From an optimization exercise on the open Yosys and OpenROAD flow, aimed at small area; shortcuts taken in it are not production practice.
In this exercise RTL edits were held to simulation tests only and were not proved equivalent to the original.
Power and IR drop assume default switching activity.

**flow/config.mk**
```make
export PLATFORM = sky130hd
export DESIGN_NAME = handshake
export DESIGN_NICKNAME = handshake
export VERILOG_FILES = /design/flow/design.v
export SDC_FILE = /design/flow/constraint.sdc
export NUM_CORES = 8
export LEC_CHECK = 0
export CAP_MARGIN = 20
export CORE_MARGIN = 2
export CORE_UTILIZATION = 65
export SLEW_MARGIN = 20
```
**flow/constraint.sdc**
```tcl
create_clock -name core_clock -period 6.0 [get_ports {clk}]
set_input_delay 1.2000 -clock core_clock [delete_from_list [all_inputs] [get_ports {clk}]]
set_output_delay 1.2000 -clock core_clock [all_outputs]
set_load 0.01 [all_outputs]
```
**flow/design.v**
```verilog
module handshake (
  input  wire         source_wr_en,
  input  wire         source_rd_en,
  input  wire         terminal_wr_en,
  input  wire         terminal_rd_en,
  input  wire  [31:0] wr_data,
  input  wire         rstn,
  input  wire         clk,
  output reg  [31:0]  rd_data,
  output wire         source_fifo_full,
  output wire         source_fifo_empty,
  output wire         terminal_fifo_full,
  output wire         terminal_fifo_empty
  );
  localparam N = 63;
  reg  [5:0]  wp;      
  reg  [5:0]  rp;      
  reg  [4:0]  scnt;    
  reg  [4:0]  tcnt;    
  reg         lv;      
  wire s_full  = &scnt;
  wire s_empty = ~|scnt;
  wire t_full  = &tcnt;
  wire t_empty = ~|tcnt;
  wire ready = terminal_wr_en & ~t_full;
  wire spush = source_wr_en & ~s_full;
  wire spop  = source_rd_en & ~s_empty & ready;
  wire tpush = ready & lv;
  wire tpop  = terminal_rd_en & ~t_empty;
  always @(posedge clk or negedge rstn) begin
    if (!rstn) begin
      wp   <= 6'd0;
      rp   <= 6'd0;
      scnt <= 5'd0;
      tcnt <= 5'd0;
      lv   <= 1'b0;
    end else begin
      if (spush) wp <= (wp == N - 1) ? 6'd0 : wp + 6'd1;
      if (tpop)  rp <= (rp == N - 1) ? 6'd0 : rp + 6'd1;
      scnt <= scnt + {4'd0, spush} - {4'd0, spop};
      tcnt <= tcnt + {4'd0, tpush} - {4'd0, tpop};
      if (spop | ready) lv <= spop;    
    end
  end
  wire full63 = s_full & t_full & lv;
  wire [N-1:0]    rsel;
  wire [32*N-1:0] words;
  wire [31:0]     rd_word;
  genvar i;
  generate
    for (i = 0; i < N; i = i + 1) begin : word
      reg  [31:0] m;
      wire wsel  = spush & (wp == i);
      wire wkeep = (wp != i) | full63;
      always @(posedge clk)
        m <= ({32{wsel}} & wr_data) | ({32{wkeep}} & m);
      assign rsel[i] = (rp == i);
      assign words[32*i +: 32] = m;
    end
  endgenerate
  rdmux #(.N(N)) rdm (.sel(rsel), .d(words), .y(rd_word));
  always @(posedge clk)
    if (tpop) rd_data <= rd_word;
  assign source_fifo_full    = s_full;
  assign source_fifo_empty   = s_empty;
  assign terminal_fifo_full  = t_full;
  assign terminal_fifo_empty = t_empty;
endmodule
module rdmux #(parameter N = 63) (
  input  wire [N-1:0]    sel,
  input  wire [32*N-1:0] d,
  output reg  [31:0]     y
  );
  integer k;
  always @* begin
    y = 32'd0;
    for (k = 0; k < N; k = k + 1)
      y = y | ({32{sel[k]}} & d[32*k +: 32]);
  end
endmodule
```
**flow/flow/run.sh**
```bash
#!/bin/bash
# Own layout flow: the standard flow (standard.sh), changed in these ways:
#  - the read multiplexer (module rdmux) is synthesized from a gate-level
#    version that flow/gen_rdmux.py writes (a222oi and NAND/NOR cells); the
#    rest of design.v is synthesized as standard.sh does;
#  - synthesis maps with flow/abc_speed.script, which leaves out ABC's fanout
#    buffering and gate sizing (OpenROAD repairs slew and load later); the
#    flip-flop mapping and all other synthesis steps are unchanged;
#  - its flip-flops are then renamed to the standard synthesis's names
#    (flow/regnames.py), matched by the register each one drives;
#  - ports are buffered with buf_1;
#  - CTS uses clkbuf_8 in clusters of up to 20 sinks, without dummy loads;
# Each tool's output goes to a log file in the work folder (flow_*.log) and
# ORFS's own logs under orfs/logs/.
set -euo pipefail
W=$PWD
python3 "$W/flow/gen_rdmux.py" "$W/rdmux_cells.v" > "$W/flow_gen.log" 2>&1
python3 - "$W/design.v" "$W/rdmux_cells.v" "$W/design_own.v" <<'PY' >> "$W/flow_gen.log" 2>&1
import re, sys
d = open(sys.argv[1]).read()
cells = open(sys.argv[2]).read()
m = re.search(r'^module rdmux\b.*?^endmodule\b', d, re.S | re.M)
assert m, 'module rdmux not found'
open(sys.argv[3], 'w').write(d[:m.start()] + cells + d[m.end():])
print('replaced rdmux')
PY
rm -rf "$W/scripts_abc"
cp -r "$FLOW_HOME/scripts" "$W/scripts_abc"
cp "$W/flow/abc_speed.script" "$W/scripts_abc/abc_speed.script"
R=$W/orfs/results/sky130hd/handshake/base
# The standard synthesis, kept only for its flip-flop names.
bash standard.sh synth > "$W/flow_refsynth.log" 2>&1
cp "$R/1_2_yosys.v" "$W/ref_1_2_yosys.v"
rm -rf "$W/orfs"
OWN=("SCRIPTS_DIR=$W/scripts_abc" "VERILOG_FILES=$W/design_own.v")
bash standard.sh synth "${OWN[@]}" > "$W/flow_synth.log" 2>&1
# Name each flip-flop as the standard synthesis does, then rebuild 1_synth.odb.
python3 "$W/flow/regnames.py" "$W/ref_1_2_yosys.v" "$R/1_2_yosys.v" "$W/own_1_2_yosys.v" > "$W/flow_regnames.log" 2>&1
cp "$W/own_1_2_yosys.v" "$R/1_2_yosys.v"
rm -f "$R/1_synth.odb"
bash standard.sh synth "${OWN[@]}" >> "$W/flow_synth.log" 2>&1
bash standard.sh ${FLOW_TARGET:-finish} \
  "CTS_ARGS=-sink_clustering_enable -repair_clock_nets -dont_use_dummy_load -buf_list sky130_fd_sc_hd__clkbuf_8 -sink_clustering_size 20 -sink_clustering_max_diameter 50" \
  "BUFFER_PORTS_ARGS=-buffer_cell sky130_fd_sc_hd__buf_1" \
  > "$W/flow_layout.log" 2>&1
```
**flow/flow/abc_speed.script**
```
&get -n
&st
&dch
&nf -R 1000
&put
topo
```
**flow/flow/gen_rdmux.py**
```python
#!/usr/bin/env python3
# Writes flow/rdmux_cells.v: module rdmux (see rtl/handshake.v) for N = 63,
# built from sky130_fd_sc_hd cells: per bit 21 a222oi, then nand4/nand3/nand2,
# two nor3 and a final nand2.
import sys
N = 63
P = 'sky130_fd_sc_hd__'
o = []
o.append('// Generated by gen/gen_rdmux.py: gate-level rdmux for the own flow.')
o.append('module rdmux #(parameter N = 63) (')
o.append('  input  wire [N-1:0]    sel,')
o.append('  input  wire [32*N-1:0] d,')
o.append('  output wire [31:0]     y')
o.append('  );')
for b in range(32):
    o.append(f'  wire [20:0] g{b};')
    o.append(f'  wire [5:0] p{b};')
    o.append(f'  wire [1:0] n{b};')
    for g in range(21):
        e = [3*g, 3*g+1, 3*g+2]
        pins = []
        for pn, k in zip('ABC', e):
            pins.append(f'.{pn}1(sel[{k}]), .{pn}2(d[{32*k+b}])')
        o.append(f'  {P}a222oi_1 m{b}_{g} ({", ".join(pins)}, .Y(g{b}[{g}]));')
    groups = [(0,4),(4,8),(8,12),(12,16),(16,19),(19,21)]
    for j,(lo,hi) in enumerate(groups):
        n = hi-lo
        cell = {4:'nand4_1',3:'nand3_1',2:'nand2_1'}[n]
        pins = ', '.join(f'.{pn}(g{b}[{lo+i}])' for i,pn in enumerate('ABCD'[:n]))
        o.append(f'  {P}{cell} o{b}_{j} ({pins}, .Y(p{b}[{j}]));')
    o.append(f'  {P}nor3_1 r{b}_0 (.A(p{b}[0]), .B(p{b}[1]), .C(p{b}[2]), .Y(n{b}[0]));')
    o.append(f'  {P}nor3_1 r{b}_1 (.A(p{b}[3]), .B(p{b}[4]), .C(p{b}[5]), .Y(n{b}[1]));')
    o.append(f'  {P}nand2_1 f{b} (.A(n{b}[0]), .B(n{b}[1]), .Y(y[{b}]));')
o.append('endmodule')
open(sys.argv[1] if len(sys.argv) > 1 else 'flow/rdmux_cells.v','w').write('\n'.join(o)+'\n')
```
**flow/flow/regnames.py**
```python
#!/usr/bin/env python3
# regnames.py REF.v MINE.v OUT.v
# Gives each flip-flop in MINE.v (the own flow's synthesis) the instance name
# that the flip-flop driving the same Q net has in REF.v (the standard
# synthesis), so the registers pair with the standard synthesis by name.
# Fails unless both netlists have the same flip-flops, Q nets and cell types.
import re, sys
INST = re.compile(r'^(\s*)(sky130_fd_sc_hd__(?:df|edf|sdf)\w+)\s+(\S+)\s*\((.*?)\);', re.S | re.M)
QPIN = re.compile(r'\.Q\(\s*(.*?)\s*\)', re.S)

def flops(text):
    out = {}
    for m in INST.finditer(text):
        q = QPIN.search(m.group(4))
        assert q, 'no Q pin on ' + m.group(3)
        net = q.group(1).strip()
        assert net not in out, 'two flip-flops drive ' + net
        out[net] = (m.group(3), re.sub(r'_\d+$', '', m.group(2)), m)
    return out

ref = flops(open(sys.argv[1]).read())
text = open(sys.argv[2]).read()
mine = flops(text)
assert set(ref) == set(mine), 'flip-flop Q nets differ: %s' % sorted(set(ref) ^ set(mine))[:10]
renames = {}
for net, (name, cell, _) in mine.items():
    rname, rcell, _ = ref[net]
    assert cell == rcell, '%s: %s here, %s in the standard synthesis' % (net, cell, rcell)
    if name != rname:
        renames[name] = rname
used = set(n for n, _, _ in mine.values())
clash = [r for r in renames.values() if r in used and r not in renames]
assert not clash, 'names already used: %s' % clash[:5]
def sub(m):
    name = m.group(3)
    if name in renames:
        new = renames[name]
        return m.group(0).replace(m.group(2) + ' ' + name, m.group(2) + ' ' + new, 1)
    return m.group(0)
out = INST.sub(sub, text)
open(sys.argv[3], 'w').write(out)
print('flip-flops: %d, renamed: %d' % (len(mine), len(renames)))
for a, b in sorted(renames.items())[:20]:
    print('  %s -> %s' % (a, b))
```
**flow/standard.sh**
```bash
#!/bin/bash
# synth_recipe.tcl (not shown) runs the flow's synth.tcl, then flattens the netlist and writes it again
# the make line also repeats each setting of config.mk as NAME=value (left out here)
make -C /OpenROAD-flow-scripts/flow DESIGN_CONFIG=/design/flow/config.mk WORK_HOME=/design/flow/orfs CLKGATE_MAP_FILE= SYNTH_SCRIPT=/design/flow/synth_recipe.tcl "${@:-finish}"
```
==> impl_summary.log, run 1 <==
[metrics] Root Driver: sky130_fd_sc_hd__clkbuf_8
[metrics] leakage power summed over all cells: 28.7 nW
[metrics] CTS Buffer Depth: 3
[metrics] total length of routed wires: 254000 microns
[metrics] clock slew at reported path FFs: 0.11 ns
[metrics] power density over the cells: 472 nW/um^2
[metrics] peak supply drop: 0.317 mV
[metrics] cell family with most CP delay: adder cells
[metrics] area of all placed cells without fillers: around 76000 sq um
[metrics] synthesized netlist cell count: between 5000 and 6000
[metrics] fraction of layout instances using a drive strength above 1: 9.26%
[metrics] # port buffers: 73
[metrics] synth warn: 1
[metrics] final critical path time including I/O delays and setup: 4.23 ns
[metrics] source-to-sink clock delay at the later pin of the worst-skew pair: between 0.9 and 1 ns
[metrics] total power after layout: roughly 36 mW
[metrics] WP buf/inv: 5
[metrics] cell occurring most often along the worst timing path: sky130_fd_sc_hd__clkinv_1
[metrics] total iterations of the first detailed-routing run: 13
[metrics] via count of the first global-routing pass: 56500
[metrics] maximum number of pins on one net before global-route repair: 66
[metrics] Hold/Removal Path Class: in2async
[metrics] global route hottest layer: met2
[metrics] total grt overflow: 0
[metrics] Layout Skew: 0.0767 ns
[metrics] Final GP Congestion: 1.01
[metrics] Startpoint Class: flip-flop
[metrics] net total in the final layout: 5914
[metrics] final hold vios: 0
[metrics] fraction of the core area covered by cells at the end of the flow: 71.3%
[metrics] detail-routed via count per cell: 8.23
[metrics] longest individual stage delay on the worst path: 0.94 ns
[metrics] reported max-cap violation count: 0
[metrics] master of the slowest instance on the critical path: sky130_fd_sc_hd__clkinv_2
[metrics] width of the chip: 332 microns
[metrics] height of the die: approximately 330 microns
[metrics] standard-cell row count: 120
[metrics] Worst Path Arrival: 5.01 ns
[metrics] number of buffers inserted during clock tree synthesis: approximately 140
[metrics] effective utilization at floorplan: 65.4%
[metrics] global routing met2 resource utilization: a little over three fifths
[metrics] number of synthesized register bits: 2071
[metrics] vias: approximately 60000
[metrics] top fanout value on the critical path: 38
[metrics] run status: complete, no violations
[metrics] Mapped Area: 69800 sq um
[metrics] gr usage total: 44.3%
[metrics] clock tree from TritonCTS: done
[metrics] clock sink count: 2071
[metrics] final total negative setup slack: 0 ns
[metrics] Area growth syn-to-layout: 9.11%
[metrics] maximum level of the CTS H-tree: 4
[metrics] global-route wire length before repair: approximately 370000 microns
[metrics] sequential area share after synthesis: 60.0%
[metrics] core outline area: around 110000 sq um
[metrics] die area: 110000 sq um
[metrics] Mapped Nets: 5475
[metrics] critical path required time: 6.77 ns
[metrics] met3 layer usage reported by global route: 14.7%
[metrics] hold bufs inserted after CTS: 0
[metrics] endpoints failing setup: 0
[metrics] Max Clk Rate: ~0.24 GHz
[metrics] Worst Max-Slew Pin Slew: 1.23 ns
[metrics] average wire per standard cell: 35.1 microns
[metrics] Final HPWL DP: 140000 microns
[metrics] I/O Pins: 74
[metrics] setup repair after global routing missed its margin: no
[metrics] initial antenna violation count: 9
[metrics] final cycle utilization of the critical path: 70.6%
[metrics] Final Max Tran Viols: 0
[metrics] ANT nets after route: 0
[metrics] average instance area after synthesis: 12.9 sq um
[metrics] critical path capture point type: flip-flop
[metrics] number of gates given a new drive strength after cts: 0
[metrics] Global Route met1 Usage: 60.9%
[metrics] Post-CTS Setup Repair Bufs: 0
[metrics] cells traversed along the worst timing path: clkinv_1, ha_1, nor4b_1, nand2b_1, clkinv_2, ha_1, clkinv_1, ha_1, clkinv_1, fa_1, clkinv_1, a21oi_1, nor2_1, nor2_1, xnor2_1
[metrics] DRC violation count after routing: 0
[metrics] critical path start-end classification: reg2reg
[metrics] area after detailed placement: ~74000 sq um
[metrics] Yosys cell types: 28
[metrics] violation count after the first detailed-routing iteration: roughly 12000
[metrics] relative slew slack: 17.6%
[metrics] final hold slack: 0.300 ns
## sequential cells by signal (all words and copies together) (netlist names)
signal and cells:
tcnt 5, wp 6, word.m 2016, scnt 5, rd_data 32, rp 6, lv 1
## layer usage
metal / up-vias / wire length, microns
met3: 645 / 40000
li1: 24500 / -
met4: 11 / 11500
met5: - / 226
met1: 29700 / 97200
met2: 4796 / 105000
## placed cells by master, fill, tap and decap left out, drive strengths merged, types with 10 or more instances in the layout
cell	n
a22o	2017
dfxtp	2016
a222oi	672
buf	293
clkbuf	144
nand4	132
nor3	128
nand3	105
nand2	94
nor2	80
edfxtp	32
clkinv	24
dfrtp	23
ha	22
and2	14
a21oi	10
## synth_stat cells
| library cell | n | share of area [%] |
|---|---|---|
| sky130_fd_sc_hd__a22o_1 | 2017 | 25 |
| sky130_fd_sc_hd__dfxtp_1 | 2016 | 58 |
| sky130_fd_sc_hd__a222oi_1 | 672 | 9.6 |
| sky130_fd_sc_hd__nand4_1 | 132 | 1.2 |
| sky130_fd_sc_hd__nor3_1 | 128 | 0.92 |
| sky130_fd_sc_hd__nand3_1 | 105 | 0.75 |
| sky130_fd_sc_hd__nand2_1 | 94 | 0.51 |
| sky130_fd_sc_hd__nor2_1 | 80 | 0.43 |
| sky130_fd_sc_hd__edfxtp_1 | 32 | 1.4 |
| sky130_fd_sc_hd__clkinv_1 | 24 | 0.13 |
| sky130_fd_sc_hd__dfrtp_1 | 23 | 0.82 |
| sky130_fd_sc_hd__ha_1 | 22 | 0.39 |
| sky130_fd_sc_hd__and2_0 | 14 | 0.13 |
| sky130_fd_sc_hd__a21oi_1 | 10 | 0.072 |
| sky130_fd_sc_hd__nor2b_1 | 6 | 0.054 |
| sky130_fd_sc_hd__xnor2_1 | 6 | 0.075 |
| sky130_fd_sc_hd__xor2_1 | 6 | 0.075 |
| sky130_fd_sc_hd__and3_1 | 5 | 0.045 |
| sky130_fd_sc_hd__nand2b_1 | 5 | 0.045 |
| sky130_fd_sc_hd__a21o_1 | 3 | 0.032 |
| sky130_fd_sc_hd__a311oi_1 | 3 | 0.038 |
| sky130_fd_sc_hd__fa_1 | 2 | 0.057 |
| sky130_fd_sc_hd__nor4b_1 | 2 | 0.025 |
| sky130_fd_sc_hd__or2_0 | 2 | 0.018 |
| sky130_fd_sc_hd__nor3b_1 | 1 | 0.011 |
| sky130_fd_sc_hd__o21a_1 | 1 | 0.011 |
| sky130_fd_sc_hd__o21ai_0 | 1 | 0.0072 |
| sky130_fd_sc_hd__or4_1 | 1 | 0.011 |
## path summary, 6_finish.rpt
check | cells past startpoint | endpoint | startpoint | slack, ns
setup reg to reg | 15 | tcnt[4] | tcnt[3] | 1.77
hold / removal | 2 | scnt[4] | rstn | 0.30
setup / recovery | 15 | tcnt[4] | tcnt[3] | 1.77
max in group asynchronous | 2 | rp[0] | rstn | 5.36
min in group core_clock | 1 | word[52].m[31] | word[52].m[31] | 0.48
hold reg to reg | 1 | word[52].m[31] | word[52].m[31] | 0.48
## cell families after synthesis
group / count (synthesis) / synth area share, %
AOI/OAI and AO/OA: 2707 / 35.1
buffers and inverters: 24 / 0.129
and+or+nand+nor: 575 / 4.12
adders and majority gates: 24 / 0.452
DFF: 2071 / 60.0
xor gates and xnor gates: 12 / 0.151
## through the flow
stage / instances / setup slack (ns)
2_1_floorplan: 5413 / 0.918
3_3_place_gp: 7107 / 1.91
3_5_place_dp: 7107 / 1.90
4_1_cts: 7251 / 2.22
5_1_grt: 7255 / 1.66
6_report: 7258 / 1.77
## power breakdown
group / internal, mW / total [mW] / switching [mW]
Sequential: 18.4 / 21.2 / 2.75
Clock: 2.16 / 6.39 / 4.22
Combinational: 4.04 / 8.37 / 4.33
## final cells by class
cell class                      instances  area, sq um
Tap cell                             1403         1760
Multi-Input combinational cell       3318        28400
Clock buffer                          144         1980
Inverter                               24         92.6
Antenna cell                            5         12.5
Fill cell                            7759        30600
Sequential cell                      2071        41900
Timing Repair Buffer                  293         2000
==> inputs of run 2 (changes only) <==
--- a/flow/design.v
+++ b/flow/design.v
@@ -43,21 +43,20 @@
     end
   end
   wire full63 = s_full & t_full & lv;
-  wire [N-1:0]    rsel;
+  wire [N-1:0]    rsel, wsel, wkeep;
   wire [32*N-1:0] words;
   wire [31:0]     rd_word;
   genvar i;
   generate
     for (i = 0; i < N; i = i + 1) begin : word
       reg  [31:0] m;
-      wire wsel  = spush & (wp == i);
-      wire wkeep = (wp != i) | full63;
       always @(posedge clk)
-        m <= ({32{wsel}} & wr_data) | ({32{wkeep}} & m);
-      assign rsel[i] = (rp == i);
+        m <= ({32{wsel[i]}} & wr_data) | ({32{wkeep[i]}} & m);
       assign words[32*i +: 32] = m;
     end
   endgenerate
+  rowdec #(.N(N)) rdec (.wp(wp), .rp(rp), .spush(spush), .full63(full63),
+                        .wsel(wsel), .wkeep(wkeep), .rsel(rsel));
   rdmux #(.N(N)) rdm (.sel(rsel), .d(words), .y(rd_word));
   always @(posedge clk)
     if (tpop) rd_data <= rd_word;
@@ -78,3 +77,21 @@
       y = y | ({32{sel[k]}} & d[32*k +: 32]);
   end
 endmodule
+module rowdec #(parameter N = 63) (
+  input  wire [5:0]   wp,
+  input  wire [5:0]   rp,
+  input  wire         spush,
+  input  wire         full63,
+  output wire [N-1:0] wsel,
+  output wire [N-1:0] wkeep,
+  output wire [N-1:0] rsel
+  );
+  genvar i;
+  generate
+    for (i = 0; i < N; i = i + 1) begin : row
+      assign wsel[i]  = spush & (wp == i);
+      assign wkeep[i] = (wp != i) | full63;
+      assign rsel[i]  = (rp == i);
+    end
+  endgenerate
+endmodule
--- a/flow/flow/run.sh
+++ b/flow/flow/run.sh
@@ -1,8 +1,9 @@
 #!/bin/bash
 # Own layout flow: the standard flow (standard.sh), changed in these ways:
-#  - the read multiplexer (module rdmux) is synthesized from a gate-level
-#    version that flow/gen_rdmux.py writes (a222oi and NAND/NOR cells); the
-#    rest of design.v is synthesized as standard.sh does;
+#  - the read multiplexer (module rdmux) and the row selects (module rowdec)
+#    are synthesized from gate-level versions that flow/gen_rdmux.py and
+#    flow/gen_rowdec.py write; the rest of design.v is synthesized as
+#    standard.sh does;
 #  - synthesis maps with flow/abc_speed.script, which leaves out ABC's fanout
 #    buffering and gate sizing (OpenROAD repairs slew and load later); the
 #    flip-flop mapping and all other synthesis steps are unchanged;
@@ -15,14 +16,18 @@
 set -euo pipefail
 W=$PWD
 python3 "$W/flow/gen_rdmux.py" "$W/rdmux_cells.v" > "$W/flow_gen.log" 2>&1
-python3 - "$W/design.v" "$W/rdmux_cells.v" "$W/design_own.v" <<'PY' >> "$W/flow_gen.log" 2>&1
+python3 "$W/flow/gen_rowdec.py" "$W/rowdec_cells.v" >> "$W/flow_gen.log" 2>&1
+python3 - "$W/design.v" "$W/design_own.v" "$W/rdmux_cells.v" "$W/rowdec_cells.v" <<'PY' >> "$W/flow_gen.log" 2>&1
 import re, sys
 d = open(sys.argv[1]).read()
-cells = open(sys.argv[2]).read()
-m = re.search(r'^module rdmux\b.*?^endmodule\b', d, re.S | re.M)
-assert m, 'module rdmux not found'
-open(sys.argv[3], 'w').write(d[:m.start()] + cells + d[m.end():])
-print('replaced rdmux')
+for f in sys.argv[3:]:
+    cells = open(f).read()
+    name = re.search(r'^module (\w+)', cells, re.M).group(1)
+    m = re.search(r'^module ' + name + r'\b.*?^endmodule\b', d, re.S | re.M)
+    assert m, 'module %s not found' % name
+    d = d[:m.start()] + cells + d[m.end():]
+    print('replaced', name)
+open(sys.argv[2], 'w').write(d)
 PY
 rm -rf "$W/scripts_abc"
 cp -r "$FLOW_HOME/scripts" "$W/scripts_abc"
==> flow/flow/abc_speed.script (replaced) <==
&get -n
&st
&syn2
&dch
&nf -R 1000
&put
topo
==> flow/flow/gen_rowdec.py (new file) <==
#!/usr/bin/env python3
# Writes the gate-level module rowdec (see rtl/handshake.v) for N = 63 from
# sky130_fd_sc_hd cells: 3-bit predecoders, then one strong 2-input gate per
# row select (and2_2 for wsel and rsel, or2_2 for wkeep).
import sys
N = 63
P = 'sky130_fd_sc_hd__'
o = ['// Generated by flow/gen_rowdec.py: gate-level rowdec for the own flow.',
     'module rowdec #(parameter N = 63) (',
     '  input  wire [5:0]   wp,', '  input  wire [5:0]   rp,',
     '  input  wire         spush,', '  input  wire         full63,',
     '  output wire [N-1:0] wsel,', '  output wire [N-1:0] wkeep,', '  output wire [N-1:0] rsel',
     '  );',
     '  wire [5:0] wpn, rpn;', '  wire nfull;',
     '  wire [7:0] rl, rh, wls, wh, wln, whfn;']
for b in range(6):
    o.append(f'  {P}inv_1 iw{b} (.A(wp[{b}]), .Y(wpn[{b}]));')
    o.append(f'  {P}inv_1 ir{b} (.A(rp[{b}]), .Y(rpn[{b}]));')
o.append(f'  {P}inv_1 inf (.A(full63), .Y(nfull));')
def lits(v, vn, base, j):
    return [f'{v}[{base+t}]' if (j >> t) & 1 else f'{vn}[{base+t}]' for t in range(3)]
for j in range(8):
    a = lits('rp', 'rpn', 0, j); o.append(f'  {P}and3_1 prl{j} (.A({a[0]}), .B({a[1]}), .C({a[2]}), .X(rl[{j}]));')
    a = lits('rp', 'rpn', 3, j); o.append(f'  {P}and3_1 prh{j} (.A({a[0]}), .B({a[1]}), .C({a[2]}), .X(rh[{j}]));')
    a = lits('wp', 'wpn', 0, j); o.append(f'  {P}and4_1 pwl{j} (.A({a[0]}), .B({a[1]}), .C({a[2]}), .D(spush), .X(wls[{j}]));')
    a = lits('wp', 'wpn', 3, j); o.append(f'  {P}and3_1 pwh{j} (.A({a[0]}), .B({a[1]}), .C({a[2]}), .X(wh[{j}]));')
    a = lits('wp', 'wpn', 0, j); o.append(f'  {P}nand3_1 pwln{j} (.A({a[0]}), .B({a[1]}), .C({a[2]}), .Y(wln[{j}]));')
    a = lits('wp', 'wpn', 3, j); o.append(f'  {P}nand4_1 pwhf{j} (.A({a[0]}), .B({a[1]}), .C({a[2]}), .D(nfull), .Y(whfn[{j}]));')
for i in range(N):
    j, k = i % 8, i // 8
    o.append(f'  {P}and2_2 ws{i} (.A(wls[{j}]), .B(wh[{k}]), .X(wsel[{i}]));')
    o.append(f'  {P}or2_2 wk{i} (.A(wln[{j}]), .B(whfn[{k}]), .X(wkeep[{i}]));')
    o.append(f'  {P}and2_2 rs{i} (.A(rl[{j}]), .B(rh[{k}]), .X(rsel[{i}]));')
o.append('endmodule')
open(sys.argv[1], 'w').write('\n'.join(o) + '\n')
==> impl_summary.log, run 2 <==
[metrics] run status: complete, no violations (unchanged)
[metrics] Clock power frac: 20.9% (was 17.8%)
[metrics] ANT nets after route: 0 (unchanged)
[metrics] Max Clk Rate: 0.236 GHz (about the same)
[metrics] Root Driver: sky130_fd_sc_hd__clkbuf_8 (unchanged)
[metrics] CTS Buffer Depth: 3 (unchanged)
[metrics] clock slew at reported path FFs: 0.11 ns (about the same)
[metrics] Hold/Removal Path Class: in2async (unchanged)
[metrics] setup ws final: 1.77 ns (about the same)
[metrics] detail-routed via count per cell: 8.29 (was 8.23)
[metrics] via count of the first global-routing pass: 53800 (was 56500)
[metrics] dominant cell type by area after synthesis: sky130_fd_sc_hd__dfxtp_1 (unchanged)
[metrics] area of all placed cells without fillers: 74800 sq um (was 76100 sq um)
[metrics] gr usage total: 44.4% (was 44.3%)
[metrics] Final HPWL DP: 146000 microns (was 140000 microns)
[metrics] critical path required time: 6.63 ns (was 6.77 ns)
[metrics] number of gates given a new drive strength after cts: 0 (unchanged)
[metrics] standard-cell row count: 120 (unchanged)
[metrics] post-route insts no fill: 7108 (was 7258)
[metrics] Yosys cell types: 30 (was 28)
[metrics] number of synthesized register bits: 2071 (unchanged)
[metrics] average wire per standard cell: 36.2 microns (was 35.1 microns)
[metrics] final hold slack: 0.274 ns (was 0.300 ns)
[metrics] total power after layout: 30.9 mW (was 35.9 mW)
[metrics] critical path capture point type: flip-flop (unchanged)
[metrics] Yosys top cell area share: 57.4% (was 57.8%)
[metrics] Worst Max-Slew Pin Slew: 1.16 ns (was 1.23 ns)
[metrics] endpoints failing setup: 0 (unchanged)
[metrics] fraction of the core area covered by cells at the end of the flow: 69.8% (was 71.3%)
[metrics] Final GP Congestion: 0.912 (was 1.01)
[metrics] WP buf/inv: 1 (was 5)
[metrics] cell family with most CP delay: simple AND/OR/NAND/NOR gates (was adder cells)
[metrics] peak supply drop: 0.294 mV (was 0.317 mV)
[metrics] maximum level of the CTS H-tree: 4 (unchanged)
[metrics] leakage power summed over all cells: 28.7 nW (about the same)
[metrics] total length of routed wires: 257000 microns (was 254000 microns)
[metrics] predominant post-synthesis flop cell: sky130_fd_sc_hd__dfxtp_1 (unchanged)
[metrics] Post-CTS Setup Repair Bufs: 0 (unchanged)
[metrics] share of power burned in registers: 60.1% (was 58.9%)
[metrics] registers with the most flip-flops: word.m x2016, rd_data x32 (unchanged)
[metrics] top post-synthesis cells by area: sky130_fd_sc_hd__dfxtp_1, sky130_fd_sc_hd__a22o_1, sky130_fd_sc_hd__a222oi_1 (unchanged)
[metrics] total iterations of the first detailed-routing run: 17 (was 13)
[metrics] hold bufs inserted after CTS: 0 (unchanged)
[metrics] sequential area share after synthesis: 59.6% (was 60.0%)
[metrics] setup repair after global routing missed its margin: no (unchanged)
[metrics] synthesized netlist cell count: 5411 (was 5413)
[metrics] final critical path time including I/O delays and setup: 4.23 ns (about the same)
[metrics] synth warn: 1 (unchanged)
[metrics] number of buffers inserted during clock tree synthesis: 148 (was 144)
[metrics] number of flip-flops under the largest register name: 2016 (unchanged)
[metrics] top register by number of flip-flops: word.m (unchanged)
[metrics] Sw Pwr: 9.39 mW (was 11.3 mW)
[metrics] width of the chip: 333 microns (was 332 microns)
[metrics] I/O Pins: 74 (unchanged)
[metrics] Mapped Nets: 5469 (was 5475)
[metrics] Startpoint Class: flip-flop (unchanged)
[metrics] fraction of power consumed by combinational cells: 19.0% (was 23.3%)
[metrics] critical path start-end classification: reg2reg (unchanged)
[metrics] internal power summed over all cells: 21.6 mW (was 24.6 mW)
[metrics] effective utilization at floorplan: 65.5% (was 65.4%)
[metrics] top fanout value on the critical path: 32 (was 38)
[metrics] Mapped Area: 70300 sq um (was 69800 sq um)
[metrics] relative slew slack: 22.4% (was 17.6%)
[metrics] clock tree from TritonCTS: done (unchanged)
[metrics] violation count after the first detailed-routing iteration: 11500 (was 12300)
[metrics] power density over the cells: 413 nW/um^2 (was 472 nW/um^2)
[metrics] master of the slowest instance on the critical path: sky130_fd_sc_hd__a222oi_1 (was sky130_fd_sc_hd__clkinv_2)
[metrics] number of flops mapped to enable cells by yosys: 32 (unchanged)
[metrics] source-to-sink clock delay at the later pin of the worst-skew pair: 0.92 ns (about the same)
[metrics] Area growth syn-to-layout: 6.52% (was 9.11%)
[metrics] initial antenna violation count: 26 (was 9)
[metrics] Final Max Tran Viols: 0 (unchanged)
[metrics] height of the die: 333 microns (was 332 microns)
[metrics] die area: 111000 sq um (was 110000 sq um)
[metrics] post-placement cell count: 6945 (was 7107)
[metrics] Layout Skew: 0.0706 ns (was 0.0767 ns)
[metrics] switching part of the total power: 30.3% (was 31.5%)
[metrics] global-route wire length before repair: 372000 microns (about the same)
[metrics] final hold vios: 0 (unchanged)
[metrics] maximum number of pins on one net before global-route repair: 64 (was 66)
[metrics] longest individual stage delay on the worst path: 0.92 ns (was 0.94 ns)
[metrics] average instance area after synthesis: 13.0 sq um (was 12.9 sq um)
[metrics] Worst Path Arrival: 4.86 ns (was 5.01 ns)
[metrics] top library cells by usage in the layout, fill and taps aside: sky130_fd_sc_hd__a22o_1, sky130_fd_sc_hd__dfxtp_1, sky130_fd_sc_hd__a222oi_1 (unchanged)
[metrics] reported max-cap violation count: 0 (unchanged)
[metrics] cells traversed along the worst timing path: inv_1, and3_1, and2_2, a222oi_1, nand4_1, nor3_1, nand2_1 (was clkinv_1, ha_1, nor4b_1, nand2b_1, clkinv_2, ha_1, clkinv_1, ha_1, clkinv_1, fa_1, clkinv_1, a21oi_1, nor2_1, nor2_1, xnor2_1)
[metrics] net total in the final layout: 5750 (was 5914)
[metrics] # port buffers: 73 (unchanged)
[metrics] DRC violation count after routing: 0 (unchanged)
[metrics] fraction of layout instances using a drive strength above 1: 7.52% (was 9.26%)
[metrics] clock sink count: 2071 (unchanged)
[metrics] final cycle utilization of the critical path: 70.5% (was 70.6%)
[metrics] final total negative setup slack: 0 ns (unchanged)
[metrics] fraction of registers with async set/reset: 1.11% (unchanged)
[metrics] worst slack after detailed placement: 2.09 ns (was 1.90 ns)
[metrics] most common library cells after synthesis: sky130_fd_sc_hd__a22o_1, sky130_fd_sc_hd__dfxtp_1, sky130_fd_sc_hd__a222oi_1 (unchanged)
[metrics] area after detailed placement: 72800 sq um (was 74100 sq um)
[metrics] total grt overflow: 0 (unchanged)
[metrics] core outline area: 107000 sq um (about the same)
[metrics] vias: 58900 (was 59700)
==> run 2: cell count changes after synthesis, sizes merged, moves of 5 or more <==
cell | before | now
a21oi | 10 | 5
and2 | 14 | 127
and3 | 5 | 27
and4 | 0 | 8
inv | 0 | 13
nand2 | 94 | 76
nand3 | 105 | 49
nand4 | 132 | 141
nor2 | 80 | 7
nor2b | 6 | 0
nor3 | 128 | 64
o21ai | 1 | 9
or2 | 2 | 64
==> run 2: per-layer routing <==
metal / GRT usage, % / share of wire [%]
met5: 0.304 / 0.11
met3: 16.4 / 15
met1: 60.3 / 38
met4: 25.9 / 6.4
met2: 60.1 / 40
==> run 2: power groups by stage <==
stage	combinational, mW	sequential, mW	clock [mW]
finish	5.87	18.6	6.48
CTS	5.67	18.5	6.45
global placement	5.45	18.7	0
global route	6.17	18.8	6.93
detailed placement	5.66	18.7	0
floorplan	3.70	18.3	0
==> run 2: logic make-up (layout without fill, tap and decap cells) <==
group / count (synthesis) / in the layout / share of synthesized area (%)
AOI/OAI and AO/OA: 2707 / 2707 / 34.9
xor gates and xnor gates: 11 / 11 / 0.137
adders and majority gates: 20 / 20 / 0.378
buffers and inverters: 35 / 314 / 0.187
DFF: 2071 / 2071 / 59.6
other: 0 / 15 / 0
and+or+nand+nor: 567 / 567 / 4.81
==> run 2: final timing paths <==
| check | from | end | slack [ns] | depth (start not counted) |
|---|---|---|---|---|
| worst min-delay path | rstn | tcnt[4] | 0.27 | 2 |
| min in group core_clock | word[30].m[8] | word[30].m[8] | 0.48 | 1 |
| worst min register to register | word[30].m[8] | word[30].m[8] | 0.48 | 1 |
| worst max-delay path | rp[1] | rd_data[29] | 1.77 | 7 |
| max in group asynchronous | rstn | wp[3] | 5.36 | 2 |
| worst max register to register | rp[1] | rd_data[29] | 1.77 | 7 |
==> run 2: area by class of cell <==
cell class / instances / area [sq um]
Timing Repair Buffer: 131 / 749
Clock buffer: 148 / 2040
Fill cell: 7892 / 32400
Inverter: 35 / 131
Sequential cell: 2071 / 41900
Multi-Input combinational cell: 3305 / 28200
Tap cell: 1403 / 1760
Antenna cell: 15 / 37.5
==> inputs of run 3 (changes only) <==
--- a/flow/flow/run.sh
+++ b/flow/flow/run.sh
@@ -10,7 +10,7 @@
 #  - its flip-flops are then renamed to the standard synthesis's names
 #    (flow/regnames.py), matched by the register each one drives;
 #  - ports are buffered with buf_1;
-#  - CTS uses clkbuf_8 in clusters of up to 20 sinks, without dummy loads;
+#  - CTS uses clkbuf_8 in clusters of up to 16 sinks, without dummy loads;
 # Each tool's output goes to a log file in the work folder (flow_*.log) and
 # ORFS's own logs under orfs/logs/.
 set -euo pipefail
@@ -45,6 +45,6 @@
 rm -f "$R/1_synth.odb"
 bash standard.sh synth "${OWN[@]}" >> "$W/flow_synth.log" 2>&1
 bash standard.sh ${FLOW_TARGET:-finish} \
-  "CTS_ARGS=-sink_clustering_enable -repair_clock_nets -dont_use_dummy_load -buf_list sky130_fd_sc_hd__clkbuf_8 -sink_clustering_size 20 -sink_clustering_max_diameter 50" \
+  "CTS_ARGS=-sink_clustering_enable -repair_clock_nets -dont_use_dummy_load -buf_list sky130_fd_sc_hd__clkbuf_8 -sink_clustering_size 16 -sink_clustering_max_diameter 45" \
   "BUFFER_PORTS_ARGS=-buffer_cell sky130_fd_sc_hd__buf_1" \
   > "$W/flow_layout.log" 2>&1
==> impl_summary.log, run 3 <==
[metrics] run status: complete, no violations (unchanged)
[metrics] leakage power summed over all cells: 28.9 nW (was 28.7 nW)
[metrics] vias: 59200 (was 58900)
[metrics] dominant cell type by area after synthesis: sky130_fd_sc_hd__dfxtp_1 (unchanged)
[metrics] Post-CTS Setup Repair Bufs: 0 (unchanged)
[metrics] number of flip-flops under the largest register name: 2016 (unchanged)
[metrics] Filler cells: 7840 (was 7892)
[metrics] CTS Buffer Depth: 3 (unchanged)
[metrics] clock sink count: 2071 (unchanged)
[metrics] top register by number of flip-flops: word.m (unchanged)
[metrics] core outline area: 107000 sq um (unchanged)
[metrics] Yosys cell types: 30 (unchanged)
[metrics] top fanout value on the critical path: 32 (unchanged)
[metrics] predominant post-synthesis flop cell: sky130_fd_sc_hd__dfxtp_1 (unchanged)
[metrics] total power after layout: 31.5 mW (was 30.9 mW)
[metrics] standard-cell row count: 120 (unchanged)
[metrics] fraction of the core area covered by cells at the end of the flow: 70.2% (was 69.8%)
[metrics] multiplexer area fraction after synthesis: 0% (unchanged)
[metrics] hold bufs inserted after CTS: 0 (unchanged)
[metrics] Simple-Gate Fraction of Synth Area: 4.81% (unchanged)
[metrics] net total in the final layout: 5780 (was 5750)
[metrics] clock tree from TritonCTS: done (unchanged)
[metrics] number of flops mapped to enable cells by yosys: 32 (unchanged)
[metrics] synthesized netlist cell count: 5411 (unchanged)
[metrics] Hold/Removal Path Class: in2async (unchanged)
[metrics] xor and xnor fraction of the mapped netlist area: 0.137% (unchanged)
[metrics] relative slew slack: 25.8% (was 22.4%)
[metrics] Synth Area in Compound Gates: 34.9% (unchanged)
[metrics] initial antenna violation count: 26 (unchanged)
[metrics] synth warn: 1 (unchanged)
[metrics] # port buffers: 73 (unchanged)
[metrics] area after detailed placement: 72800 sq um (unchanged)
[metrics] ANT nets after route: 0 (unchanged)
[metrics] worst reg2reg setup slack: 1.78 ns (was 1.77 ns)
[metrics] Yosys top cell area share: 57.4% (unchanged)
[metrics] registers with the most flip-flops: word.m x2016, rd_data x32 (unchanged)
[metrics] I/O Pins: 74 (unchanged)
[metrics] combinational family with the most area after synthesis: compound AO/OA/AOI/OAI gates (unchanged)
[metrics] critical path required time: 6.63 ns (about the same)
[metrics] clock slew at reported path FFs: 0.09 ns (was 0.11 ns)
[metrics] total grt overflow: 0 (unchanged)
[metrics] via count of the first global-routing pass: 54200 (was 53800)
[metrics] detail-routed via count per cell: 8.28 (was 8.29)
[metrics] setup repair after global routing missed its margin: no (unchanged)
[metrics] Area growth syn-to-layout: 7.12% (was 6.52%)
[metrics] total length of routed wires: 258000 microns (was 257000 microns)
[metrics] final critical path time including I/O delays and setup: 4.22 ns (was 4.23 ns)
[metrics] Max Clk Rate: 0.237 GHz (was 0.236 GHz)
[metrics] reg2reg path depth: 7 (unchanged)
[metrics] total iterations of the first detailed-routing run: 14 (was 17)
[metrics] reported max-cap violation count: 0 (unchanged)
[metrics] effective utilization at floorplan: 65.5% (unchanged)
[metrics] final cycle utilization of the critical path: 70.4% (was 70.5%)
[metrics] Layout Skew: 0.0726 ns (was 0.0706 ns)
[metrics] Worst Path Arrival: 4.85 ns (was 4.86 ns)
[metrics] global-route wire length before repair: 373000 microns (was 372000 microns)
[metrics] peak supply drop: 0.325 mV (was 0.294 mV)
[metrics] most common library cells after synthesis: sky130_fd_sc_hd__a22o_1, sky130_fd_sc_hd__dfxtp_1, sky130_fd_sc_hd__a222oi_1 (unchanged)
[metrics] startpoint of the worst-slack reg-to-reg timing path: rp[1] (unchanged)
[metrics] height of the die: 333 microns (unchanged)
[metrics] Final Max Tran Viols: 0 (unchanged)
[metrics] RR Endpoint: rd_data[29] (unchanged)
[metrics] Startpoint Class: flip-flop (unchanged)
[metrics] Final GP Congestion: 0.912 (unchanged)
[metrics] number of synthesized register bits: 2071 (unchanged)
[metrics] die area: 111000 sq um (unchanged)
[metrics] adder and majority gate portion of the synthesized area: 0.378% (unchanged)
[metrics] sequential area share after synthesis: 59.6% (unchanged)
[metrics] number of gates given a new drive strength after cts: 0 (unchanged)
[metrics] power density over the cells: 418 nW/um^2 (was 413 nW/um^2)
[metrics] source-to-sink clock delay at the later pin of the worst-skew pair: 0.95 ns (was 0.92 ns)
[metrics] top post-synthesis cells by area: sky130_fd_sc_hd__dfxtp_1, sky130_fd_sc_hd__a22o_1, sky130_fd_sc_hd__a222oi_1 (unchanged)
[metrics] average wire per standard cell: 36.1 microns (was 36.2 microns)
[metrics] endpoints failing setup: 0 (unchanged)
[metrics] violation count after the first detailed-routing iteration: 11300 (was 11500)
[metrics] critical path start-end classification: reg2reg (unchanged)
[metrics] fraction of registers with async set/reset: 1.11% (unchanged)
[metrics] fraction of layout instances using a drive strength above 1: 8.01% (was 7.52%)
[metrics] area of all placed cells without fillers: 75300 sq um (was 74800 sq um)
[metrics] final total negative setup slack: 0 ns (unchanged)
[metrics] Worst Max-Slew Pin Slew: 1.11 ns (was 1.16 ns)
[metrics] number of buffers inserted during clock tree synthesis: 178 (was 148)
[metrics] Final HPWL DP: 146000 microns (unchanged)
[metrics] maximum level of the CTS H-tree: 4 (unchanged)
[metrics] final hold slack: 0.282 ns (was 0.274 ns)
[metrics] maximum number of pins on one net before global-route repair: 64 (unchanged)
[metrics] Mapped Nets: 5469 (unchanged)
[metrics] width of the chip: 333 microns (unchanged)
[metrics] top library cells by usage in the layout, fill and taps aside: sky130_fd_sc_hd__a22o_1, sky130_fd_sc_hd__dfxtp_1, sky130_fd_sc_hd__a222oi_1 (unchanged)
[metrics] average instance area after synthesis: 13.0 sq um (unchanged)
[metrics] Mapped Area: 70300 sq um (unchanged)
[metrics] DRC violation count after routing: 0 (unchanged)
[metrics] final hold vios: 0 (unchanged)
[metrics] critical path capture point type: flip-flop (unchanged)
[metrics] Root Driver: sky130_fd_sc_hd__clkbuf_8 (unchanged)
[metrics] gr usage total: 44.5% (was 44.4%)
-- run 3: worst max path at each step --
stage                   start           to  slack (ns)  cells past startpoint
3_3_place_gp   terminal_rd_en      tcnt[4]        2.11                     14
5_1_grt                 rp[1]  rd_data[29]        1.84                      7
4_1_cts                 rp[2]   rd_data[4]        2.26                      7
6_report                rp[1]  rd_data[29]        1.78                      7
2_1_floorplan  terminal_rd_en      tcnt[4]        2.18                     12
3_5_place_dp   terminal_rd_en      tcnt[4]        2.09                     14
-- run 3: cells by family after synthesis --
kind of cell             count (synthesis)
AO/OA/AOI/OAI                         2707
XOR/XNOR                                11
adder cells (fa/ha/maj)                 20
buffers and inverters                   35
flip-flops                            2071
AND/OR/NAND/NOR                        567
-- run 3: critical path: stages, from the launching register on --
cell                       delay, ns
sky130_fd_sc_hd__dfrtp_1        0.51
sky130_fd_sc_hd__inv_1          0.13
sky130_fd_sc_hd__and3_1         0.38
sky130_fd_sc_hd__and2_2         0.49
sky130_fd_sc_hd__a222oi_1       0.87
sky130_fd_sc_hd__nand4_1        0.74
sky130_fd_sc_hd__nor3_1         0.73
sky130_fd_sc_hd__nand2_1        0.10
-- run 3: final cells by class --
| class | instances | area (sq um) | share of cell area, % |
|---|---|---|---|
| diodes | 18 | 45.0 | 0.0598 |
| clock buffers | 178 | 2450 | 3.26 |
| multi-input cells | 3305 | 28200 | 37.5 |
| inverters | 35 | 131 | 0.175 |
| repair buffers | 131 | 749 | 0.996 |
| flip-flops and latches | 2071 | 41900 | 55.7 |
| well taps | 1403 | 1760 | 2.33 |
-- run 3: through the flow --
stage / setup slack, ns / std cells
after floorplan: 2.18 / 5411
after detailed placement: 2.09 / 6945
final: 1.78 / 7141
after global placement: 2.11 / 6945
after CTS: 2.26 / 7123
after global routing: 1.84 / 7128
-- run 3: per-layer routing --
metal	share of wire, %	vias up	GRT usage (%)
li1	-	24200	-
met1	38	29400	60.2
met2	40	4766	60.5
met3	16	757	17.4
met4	6.2	24	25.3
met5	0.067	-	0.304
-- run 3: power by group --
part	internal (mW)	switching [mW]
logic	2.56	3.32
registers	16.8	1.83
clock network	2.64	4.37
total	22.0	9.51
==> inputs of run 4 (changes only) <==
--- a/flow/flow/run.sh
+++ b/flow/flow/run.sh
@@ -10,7 +10,7 @@
 #  - its flip-flops are then renamed to the standard synthesis's names
 #    (flow/regnames.py), matched by the register each one drives;
 #  - ports are buffered with buf_1;
-#  - CTS uses clkbuf_8 in clusters of up to 16 sinks, without dummy loads;
+#  - CTS uses clkbuf_8 in clusters of up to 18 sinks, without dummy loads;
 # Each tool's output goes to a log file in the work folder (flow_*.log) and
 # ORFS's own logs under orfs/logs/.
 set -euo pipefail
@@ -45,6 +45,6 @@
 rm -f "$R/1_synth.odb"
 bash standard.sh synth "${OWN[@]}" >> "$W/flow_synth.log" 2>&1
 bash standard.sh ${FLOW_TARGET:-finish} \
-  "CTS_ARGS=-sink_clustering_enable -repair_clock_nets -dont_use_dummy_load -buf_list sky130_fd_sc_hd__clkbuf_8 -sink_clustering_size 16 -sink_clustering_max_diameter 45" \
+  "CTS_ARGS=-sink_clustering_enable -repair_clock_nets -dont_use_dummy_load -buf_list sky130_fd_sc_hd__clkbuf_8 -sink_clustering_size 18 -sink_clustering_max_diameter 45" \
   "BUFFER_PORTS_ARGS=-buffer_cell sky130_fd_sc_hd__buf_1" \
   > "$W/flow_layout.log" 2>&1
==> flow/flow/gen_rdmux.py (replaced) <==
#!/usr/bin/env python3
# Writes flow/rdmux_cells.v: module rdmux (see rtl/handshake.v) for N = 63,
# built from sky130_fd_sc_hd cells: per bit 21 a222oi, five nand4, a nor3,
# a nor2 and a final nand3.
import sys
N = 63
P = 'sky130_fd_sc_hd__'
o = []
o.append('// Generated by gen/gen_rdmux.py: gate-level rdmux for the own flow.')
o.append('module rdmux #(parameter N = 63) (')
o.append('  input  wire [N-1:0]    sel,')
o.append('  input  wire [32*N-1:0] d,')
o.append('  output wire [31:0]     y')
o.append('  );')
for b in range(32):
    o.append(f'  wire [20:0] g{b};')
    o.append(f'  wire [4:0] p{b};')
    o.append(f'  wire [1:0] n{b};')
    for g in range(21):
        e = [3*g, 3*g+1, 3*g+2]
        pins = []
        for pn, k in zip('ABC', e):
            pins.append(f'.{pn}1(sel[{k}]), .{pn}2(d[{32*k+b}])')
        o.append(f'  {P}a222oi_1 m{b}_{g} ({", ".join(pins)}, .Y(g{b}[{g}]));')
    for j in range(5):
        pins = ', '.join(f'.{pn}(g{b}[{4*j+i}])' for i, pn in enumerate('ABCD'))
        o.append(f'  {P}nand4_1 o{b}_{j} ({pins}, .Y(p{b}[{j}]));')
    o.append(f'  {P}nor3_1 r{b}_0 (.A(p{b}[0]), .B(p{b}[1]), .C(p{b}[2]), .Y(n{b}[0]));')
    o.append(f'  {P}nor2_1 r{b}_1 (.A(p{b}[3]), .B(p{b}[4]), .Y(n{b}[1]));')
    o.append(f'  {P}nand3_1 f{b} (.A(n{b}[0]), .B(n{b}[1]), .C(g{b}[20]), .Y(y[{b}]));')
o.append('endmodule')
open(sys.argv[1] if len(sys.argv) > 1 else 'flow/rdmux_cells.v','w').write('\n'.join(o)+'\n')
==> impl_summary.log, run 4 <==
[metrics] Layout Skew: 0.0741 ns (was 0.0726 ns)
[metrics] top library cells by usage in the layout, fill and taps aside: sky130_fd_sc_hd__a22o_1, sky130_fd_sc_hd__dfxtp_1, sky130_fd_sc_hd__a222oi_1 (unchanged)
[metrics] number of flip-flops under the largest register name: 2016 (unchanged)
[metrics] net total in the final layout: 5744 (was 5780)
[metrics] global route hottest layer: met1 (was met2)
[metrics] Final Max Tran Viols: 0 (unchanged)
[metrics] worst reg2reg setup slack: 1.89 ns (was 1.78 ns)
[metrics] average wire per standard cell: 36.2 microns (was 36.1 microns)
[metrics] final critical path time including I/O delays and setup: 4.11 ns (was 4.22 ns)
[metrics] Worst Max-Slew Pin Slew: 1.16 ns (was 1.11 ns)
[metrics] vias: 59300 (was 59200)
[metrics] Worst Path Arrival: 4.66 ns (was 4.85 ns)
[metrics] top fanout value on the critical path: 32 (unchanged)
[metrics] global routing met2 resource utilization: 59.6% (was 60.5%)
[metrics] Mapped Nets: 5437 (was 5469)
[metrics] xor and xnor fraction of the mapped netlist area: 0.137% (about the same)
[metrics] Final GP Congestion: 0.975 (was 0.912)
[metrics] predominant post-synthesis flop cell: sky130_fd_sc_hd__dfxtp_1 (unchanged)
[metrics] standard-cell row count: 120 (unchanged)
[metrics] hold bufs inserted after CTS: 0 (unchanged)
[metrics] critical path required time: 6.55 ns (was 6.63 ns)
[metrics] number of buffers inserted during clock tree synthesis: 173 (was 178)
[metrics] source-to-sink clock delay at the later pin of the worst-skew pair: 0.94 ns (was 0.95 ns)
[metrics] reported max-cap violation count: 0 (unchanged)
[metrics] leakage power summed over all cells: 28.5 nW (was 28.9 nW)
[metrics] gr usage total: 44.4% (was 44.5%)
[metrics] critical path start-end classification: reg2reg (unchanged)
[metrics] core outline area: 107000 sq um (about the same)
[metrics] multiplexer area fraction after synthesis: 0% (unchanged)
[metrics] area after detailed placement: 72700 sq um (was 72800 sq um)
[metrics] final cycle utilization of the critical path: 68.6% (was 70.4%)
[metrics] most common library cells after synthesis: sky130_fd_sc_hd__a22o_1, sky130_fd_sc_hd__dfxtp_1, sky130_fd_sc_hd__a222oi_1 (unchanged)
[metrics] ANT nets after route: 0 (unchanged)
[metrics] number of flops mapped to enable cells by yosys: 32 (unchanged)
[metrics] Yosys cell types: 30 (unchanged)
[metrics] die area: 111000 sq um (about the same)
[metrics] Simple-Gate Fraction of Synth Area: 4.71% (was 4.81%)
[metrics] final hold vios: 0 (unchanged)
[metrics] synth warn: 1 (unchanged)
[metrics] power density over the cells: 420 nW/um^2 (was 418 nW/um^2)
[metrics] effective utilization at floorplan: 65.6% (was 65.5%)
[metrics] height of the die: 333 microns (about the same)
[metrics] critical path capture point type: flip-flop (unchanged)
[metrics] peak supply drop: 0.283 mV (was 0.325 mV)
[metrics] fraction of registers with async set/reset: 1.11% (unchanged)
[metrics] Max Clk Rate: 0.243 GHz (was 0.237 GHz)
[metrics] # port buffers: 73 (unchanged)
[metrics] detail-routed via count per cell: 8.36 (was 8.28)
[metrics] clock slew at reported path FFs: 0.10 ns (was 0.09 ns)
[metrics] endpoints failing setup: 0 (unchanged)
[metrics] top register by number of flip-flops: word.m (unchanged)
[metrics] Yosys top cell area share: 57.5% (was 57.4%)
[metrics] Global Route met1 Usage: 62.9% (was 60.2%)
[metrics] total grt overflow: 0 (unchanged)
[metrics] Area growth syn-to-layout: 6.99% (was 7.12%)
[metrics] synthesized netlist cell count: 5379 (was 5411)
[metrics] average instance area after synthesis: 13.0 sq um (about the same)
[metrics] number of synthesized register bits: 2071 (unchanged)
[metrics] final total negative setup slack: 0 ns (unchanged)
[metrics] dominant cell type by area after synthesis: sky130_fd_sc_hd__dfxtp_1 (unchanged)
[metrics] Hold/Removal Path Class: in2async (unchanged)
[metrics] via count of the first global-routing pass: 53900 (was 54200)
[metrics] startpoint of the worst-slack reg-to-reg timing path: rp[2] (was rp[1])
[metrics] combinational family with the most area after synthesis: compound AO/OA/AOI/OAI gates (unchanged)
[metrics] relative slew slack: 22.8% (was 25.8%)
[metrics] initial antenna violation count: 16 (was 26)
[metrics] run status: complete, no violations (unchanged)
[metrics] clock tree from TritonCTS: done (unchanged)
[metrics] Filler cells: 7713 (was 7840)
[metrics] Final HPWL DP: 145000 microns (was 146000 microns)
[metrics] CTS Buffer Depth: 3 (unchanged)
[metrics] adder and majority gate portion of the synthesized area: 0.378% (about the same)
[metrics] I/O Pins: 74 (unchanged)
[metrics] top post-synthesis cells by area: sky130_fd_sc_hd__dfxtp_1, sky130_fd_sc_hd__a22o_1, sky130_fd_sc_hd__a222oi_1 (unchanged)
[metrics] global-route wire length before repair: 373000 microns (about the same)
[metrics] setup repair after global routing missed its margin: no (unchanged)
[metrics] Root Driver: sky130_fd_sc_hd__clkbuf_8 (unchanged)
[metrics] violation count after the first detailed-routing iteration: 12100 (was 11300)
[metrics] maximum level of the CTS H-tree: 4 (unchanged)
[metrics] area of all placed cells without fillers: 75100 sq um (was 75300 sq um)
[metrics] DRC violation count after routing: 0 (unchanged)
[metrics] fraction of layout instances using a drive strength above 1: 7.99% (was 8.01%)
[metrics] Startpoint Class: flip-flop (unchanged)
[metrics] total iterations of the first detailed-routing run: 14 (unchanged)
[metrics] total length of routed wires: 257000 microns (was 258000 microns)
[metrics] reg2reg path depth: 7 (unchanged)
[metrics] RR Endpoint: rd_data[18] (was rd_data[29])
[metrics] registers with the most flip-flops: word.m x2016, rd_data x32 (unchanged)
[metrics] clock sink count: 2071 (unchanged)
[metrics] number of gates given a new drive strength after cts: 0 (unchanged)
[metrics] Synth Area in Compound Gates: 34.9% (about the same)
[metrics] maximum number of pins on one net before global-route repair: 64 (unchanged)
[metrics] sequential area share after synthesis: 59.7% (was 59.6%)
[metrics] width of the chip: 333 microns (about the same)
[metrics] met3 layer usage reported by global route: 16.4% (was 17.4%)
[metrics] Post-CTS Setup Repair Bufs: 0 (unchanged)
[metrics] Mapped Area: 70200 sq um (was 70300 sq um)
[run 4: through the flow]
step                      util [%]  hold slack (ns)  setup WS [ns]  cells  power [mW]
after floorplan                  -            0.439           2.18   5379        22.0
after global placement        67.8            0.452           2.20   6904        24.3
after detailed placement      67.9            0.453           2.16   6911        24.5
after CTS                     70.1            0.349           2.15   7084        31.1
after global routing          70.1            0.385           1.96   7090        32.5
final                         70.1            0.379           1.89   7094        31.5
[run 4: layer usage]
layer  part of all wire, %  vias to the layer above  wire [microns]
met4                   5.2                       18           13300
met1                    38                    29500           98800
li1                      -                    24100               -
met5                  0.14                        -             362
met2                    40                     5029          103000
met3                    16                      650           41900
[run 4: power breakdown]
part | switching, mW | internal (mW) | total (mW)
clock network | 4.30 | 2.57 | 6.88
registers | 1.96 | 16.8 | 18.7
logic | 3.30 | 2.58 | 5.88
total | 9.57 | 21.9 | 31.5
[run 4: final cells by class]
class | count | area, sq um | area share (%)
Antenna cell | 7 | 17.5 | 0.0233
Clock buffer | 173 | 2380 | 3.17
Inverter | 35 | 131 | 0.175
Multi-Input combinational cell | 3273 | 28200 | 37.5
Sequential cell | 2071 | 41900 | 55.8
Tap cell | 1403 | 1760 | 2.34
Timing Repair Buffer | 132 | 748 | 0.997
[run 4: cells by family after synthesis]
| kind of cell | Yosys count |
|---|---|
| AO/OA/AOI/OAI | 2707 |
| AND/OR/NAND/NOR | 535 |
| buffers and inverters | 35 |
| adder cells (fa/ha/maj) | 20 |
| XOR/XNOR | 11 |
| flip-flops | 2071 |
[run 4: worst max-delay path by stage]
stage                        start     endpoint  slack, ns  cells past startpoint
CTS                          rp[2]   rd_data[6]       2.15                      8
finish                       rp[2]  rd_data[18]       1.89                      7
detailed placement           rp[2]  rd_data[10]       2.16                      8
floorplan           terminal_rd_en      tcnt[4]       2.18                     12
global route                 rp[2]  rd_data[18]       1.96                      7
global placement             rp[2]  rd_data[10]       2.20                      8
[run 4: worst max-delay path, stage by stage (launching register included)]
cell and delay, ns:
sky130_fd_sc_hd__dfrtp_1 0.56, sky130_fd_sc_hd__inv_1 0.14, sky130_fd_sc_hd__and3_1 0.46, sky130_fd_sc_hd__and2_2 0.54
sky130_fd_sc_hd__a222oi_1 0.72, sky130_fd_sc_hd__nand4_1 0.46, sky130_fd_sc_hd__nor2_1 0.47, sky130_fd_sc_hd__nand3_1 0.37
==> inputs of run 5 (changes only) <==
--- a/flow/flow/run.sh
+++ b/flow/flow/run.sh
@@ -10,7 +10,7 @@
 #  - its flip-flops are then renamed to the standard synthesis's names
 #    (flow/regnames.py), matched by the register each one drives;
 #  - ports are buffered with buf_1;
-#  - CTS uses clkbuf_8 in clusters of up to 18 sinks, without dummy loads;
+#  - CTS uses clkbuf_4 in clusters of up to 9 sinks, without dummy loads;
 # Each tool's output goes to a log file in the work folder (flow_*.log) and
 # ORFS's own logs under orfs/logs/.
 set -euo pipefail
@@ -45,6 +45,6 @@
 rm -f "$R/1_synth.odb"
 bash standard.sh synth "${OWN[@]}" >> "$W/flow_synth.log" 2>&1
 bash standard.sh ${FLOW_TARGET:-finish} \
-  "CTS_ARGS=-sink_clustering_enable -repair_clock_nets -dont_use_dummy_load -buf_list sky130_fd_sc_hd__clkbuf_8 -sink_clustering_size 18 -sink_clustering_max_diameter 45" \
+  "CTS_ARGS=-sink_clustering_enable -repair_clock_nets -dont_use_dummy_load -buf_list sky130_fd_sc_hd__clkbuf_4 -sink_clustering_size 9 -sink_clustering_max_diameter 40" \
   "BUFFER_PORTS_ARGS=-buffer_cell sky130_fd_sc_hd__buf_1" \
   > "$W/flow_layout.log" 2>&1
==> impl_summary.log, run 5 <==
[metrics] run status: complete, no violations (unchanged)
[metrics] total iterations of the first detailed-routing run: 14 (unchanged)
[metrics] global-route wire length before repair: 377000 microns (was 373000 microns)
[metrics] vias: 60000 (was 59300)
[metrics] final total negative setup slack: 0 ns (unchanged)
[metrics] number of synthesized register bits: 2071 (unchanged)
[metrics] Mapped Nets: 5437 (unchanged)
[metrics] width of the chip: 333 microns (unchanged)
[metrics] initial antenna violation count: 18 (was 16)
[metrics] relative slew slack: 13.7% (was 22.8%)
[metrics] master of the slowest instance on the critical path: sky130_fd_sc_hd__nor2_1 (was sky130_fd_sc_hd__a222oi_1)
[metrics] CTS Buffer Depth: 4 (was 3)
[metrics] fraction of layout instances using a drive strength above 1: 9.75% (was 7.99%)
[metrics] height of the die: 333 microns (unchanged)
[metrics] post-route insts no fill: 7208 (was 7094)
[metrics] effective utilization at floorplan: 65.6% (unchanged)
[metrics] top post-synthesis cells by area: sky130_fd_sc_hd__dfxtp_1, sky130_fd_sc_hd__a22o_1, sky130_fd_sc_hd__a222oi_1 (unchanged)
[metrics] Startpoint Class: flip-flop (unchanged)
[metrics] total grt overflow: 0 (unchanged)
[metrics] violation count after the first detailed-routing iteration: 12600 (was 12100)
[metrics] final hold slack: 0.287 ns (was 0.379 ns)
[metrics] Final GP Congestion: 0.975 (unchanged)
[metrics] fraction of registers with async set/reset: 1.11% (unchanged)
[metrics] clock slew at reported path FFs: 0.10 ns (about the same)
[metrics] Post-CTS Setup Repair Bufs: 0 (unchanged)
[metrics] cell family with most CP delay: simple AND/OR/NAND/NOR gates (unchanged)
[metrics] setup repair after global routing missed its margin: no (unchanged)
[metrics] average wire per standard cell: 35.9 microns (was 36.2 microns)
[metrics] Yosys top cell area share: 57.5% (unchanged)
[metrics] cells traversed along the worst timing path: inv_1, and3_1, and2_2, a222oi_1, nand4_1, nor2_1, nand3_1 (unchanged)
[metrics] reported max-cap violation count: 0 (unchanged)
[metrics] endpoints failing setup: 0 (unchanged)
[metrics] Final Max Tran Viols: 0 (unchanged)
[metrics] core outline area: 107000 sq um (unchanged)
[metrics] maximum number of pins on one net before global-route repair: 64 (unchanged)
[metrics] clock sink count: 2071 (unchanged)
[metrics] number of gates given a new drive strength after cts: 0 (unchanged)
[metrics] Worst Max-Slew Pin Slew: 1.30 ns (was 1.16 ns)
[metrics] hold bufs inserted after CTS: 1 (was 0)
[metrics] longest individual stage delay on the worst path: 0.75 ns (was 0.72 ns)
[metrics] number of flops mapped to enable cells by yosys: 32 (unchanged)
[metrics] dominant cell type by area after synthesis: sky130_fd_sc_hd__dfxtp_1 (unchanged)
[metrics] Root Driver: sky130_fd_sc_hd__clkbuf_4 (was sky130_fd_sc_hd__clkbuf_8)
[metrics] Final HPWL DP: 145000 microns (unchanged)
[metrics] sequential area share after synthesis: 59.7% (unchanged)
[metrics] WP buf/inv: 1 (unchanged)
[metrics] registers with the most flip-flops: word.m x2016, rd_data x32 (unchanged)
[metrics] gr usage total: 44.9% (was 44.4%)
[metrics] final cycle utilization of the critical path: 67.8% (was 68.6%)
[metrics] area after detailed placement: 72700 sq um (unchanged)
[metrics] die area: 111000 sq um (unchanged)
[metrics] synth warn: 1 (unchanged)
[metrics] clock tree from TritonCTS: done (unchanged)
[metrics] Mapped Area: 70200 sq um (unchanged)
[metrics] via count of the first global-routing pass: 55100 (was 53900)
[metrics] leakage power summed over all cells: 28.6 nW (was 28.5 nW)
[metrics] number of buffers inserted during clock tree synthesis: 285 (was 173)
[metrics] ANT nets after route: 0 (unchanged)
[metrics] area of all placed cells without fillers: 74800 sq um (was 75100 sq um)
[metrics] peak supply drop: 0.266 mV (was 0.283 mV)
[metrics] Worst Path Arrival: 4.97 ns (was 4.66 ns)
[metrics] critical path start-end classification: reg2reg (unchanged)
[metrics] final critical path time including I/O delays and setup: 4.07 ns (was 4.11 ns)
[metrics] Area growth syn-to-layout: 6.66% (was 6.99%)
[metrics] critical path required time: 6.90 ns (was 6.55 ns)
[metrics] Layout Skew: 0.0988 ns (was 0.0741 ns)
[metrics] most common library cells after synthesis: sky130_fd_sc_hd__a22o_1, sky130_fd_sc_hd__dfxtp_1, sky130_fd_sc_hd__a222oi_1 (unchanged)
[metrics] synthesized netlist cell count: 5379 (unchanged)
[metrics] I/O Pins: 74 (unchanged)
[metrics] Yosys cell types: 30 (unchanged)
[metrics] power density over the cells: 418 nW/um^2 (was 420 nW/um^2)
[metrics] final hold vios: 0 (unchanged)
[metrics] number of flip-flops under the largest register name: 2016 (unchanged)
[metrics] total length of routed wires: 259000 microns (was 257000 microns)
[metrics] source-to-sink clock delay at the later pin of the worst-skew pair: 1.26 ns (was 0.94 ns)
[metrics] detail-routed via count per cell: 8.33 (was 8.36)
[metrics] maximum level of the CTS H-tree: 5 (was 4)
[metrics] average instance area after synthesis: 13.0 sq um (unchanged)
[metrics] predominant post-synthesis flop cell: sky130_fd_sc_hd__dfxtp_1 (unchanged)
[metrics] post-placement cell count: 6911 (unchanged)
[metrics] top fanout value on the critical path: 32 (unchanged)
[metrics] top register by number of flip-flops: word.m (unchanged)
[metrics] standard-cell row count: 120 (unchanged)
[metrics] top library cells by usage in the layout, fill and taps aside: sky130_fd_sc_hd__a22o_1, sky130_fd_sc_hd__dfxtp_1, sky130_fd_sc_hd__a222oi_1 (unchanged)
[metrics] DRC violation count after routing: 0 (unchanged)
[metrics] net total in the final layout: 5856 (was 5744)
[metrics] Hold/Removal Path Class: in2reg (was in2async)
[metrics] critical path capture point type: flip-flop (unchanged)
[metrics] # port buffers: 73 (unchanged)
[metrics] Max Clk Rate: 0.246 GHz (was 0.243 GHz)
run 5: layout make-up:
type / instances / area, sq um
multi-input cells: 3273 / 28200
fillers: 7756 / 32200
diodes: 9 / 22.5
repair buffers: 132 / 753
well taps: 1403 / 1760
flip-flops and latches: 2071 / 41900
clock buffers: 285 / 2140
inverters: 35 / 131
run 5: logic make-up after synthesis:
family | after synthesis | synth area share (%)
and+or+nand+nor | 535 | 4.71
adders and majority gates | 20 | 0.378
AOI/OAI and AO/OA | 2707 | 34.9
DFF | 2071 | 59.7
buffers and inverters | 35 | 0.187
xor gates and xnor gates | 11 | 0.137
run 5: worst paths after layout:
| check | slack, ns | start | end | cells past startpoint |
|---|---|---|---|---|
| setup reg to reg | 1.93 | rp[2] | rd_data[24] | 7 |
| hold reg to reg | 0.48 | word[42].m[14] | word[42].m[14] | 1 |
| setup / recovery | 1.93 | rp[2] | rd_data[24] | 7 |
| min in group asynchronous | 0.58 | rstn | wp[0] | 2 |
| max in group asynchronous | 4.85 | rstn | scnt[4] | 2 |
| hold / removal | 0.29 | terminal_wr_en | lv | 3 |
run 5: power by group:
group	switching (mW)	leakage (nW)	total, mW	internal [mW]
Sequential	1.97	17.0	18.7	16.8
Clock	4.45	1.31	6.65	2.20
Combinational	3.31	10.3	5.89	2.58
Total	9.73	28.6	31.3	21.6
run 5: tightest hold or removal path, cell delays in order:
cell,delay (ns)
sky130_fd_sc_hd__buf_1,0.09
sky130_fd_sc_hd__nand2_1,0.07
sky130_fd_sc_hd__a21o_1,0.10
run 5: through the flow:
| stage | setup slack (ns) | util (%) | power, mW |
|---|---|---|---|
| floorplan | 2.18 | - | 22.0 |
| global placement | 2.20 | 67.8 | 24.3 |
| detailed placement | 2.16 | 67.9 | 24.5 |
| CTS | 2.16 | 69.9 | 30.9 |
| global route | 1.87 | 69.9 | 32.4 |
| finish | 1.93 | 69.9 | 31.3 |
run 5: routing by layer:
| layer | share of wire (%) | global-route usage [%] | vias up | routed length (microns) |
|---|---|---|---|---|
| li1 | - | - | 24400 | - |
| met1 | 38 | 62.9 | 29600 | 98900 |
| met2 | 39 | 59.6 | 5221 | 102000 |
| met3 | 17 | 17.1 | 792 | 43200 |
| met4 | 5.6 | 23.6 | 18 | 14500 |
| met5 | 0.047 | 0 | - | 123 |

[port drivers added, routing unchanged]
The results above use ideal ports. As a check the final layouts listed here were re-extracted and re-timed, cells and wires unchanged. Step 1: set_driving_cell puts a clkbuf_16 on clk and a buf_2 on each other input, an assumption about the parent block. Step 2 also shifts input and output timing later by t, the mid clock arrival at the registers, as if the neighbouring blocks saw the same clock. Slacks: ideal / step 1 / step 2; pairs: ideal / step 1.
run	shift t [ns]	setup WS [ns]
run 1	0.961	1.766 / 1.766 / 1.545
run 2	0.957	1.770 / 1.770 / 1.770
run 3	0.982	1.776 / 1.776 / 1.776
run 4	0.966	1.886 / 1.886 / 1.886
run 5	1.288	1.931 / 1.931 / 1.931
After both steps setup and hold are still met in every run listed.
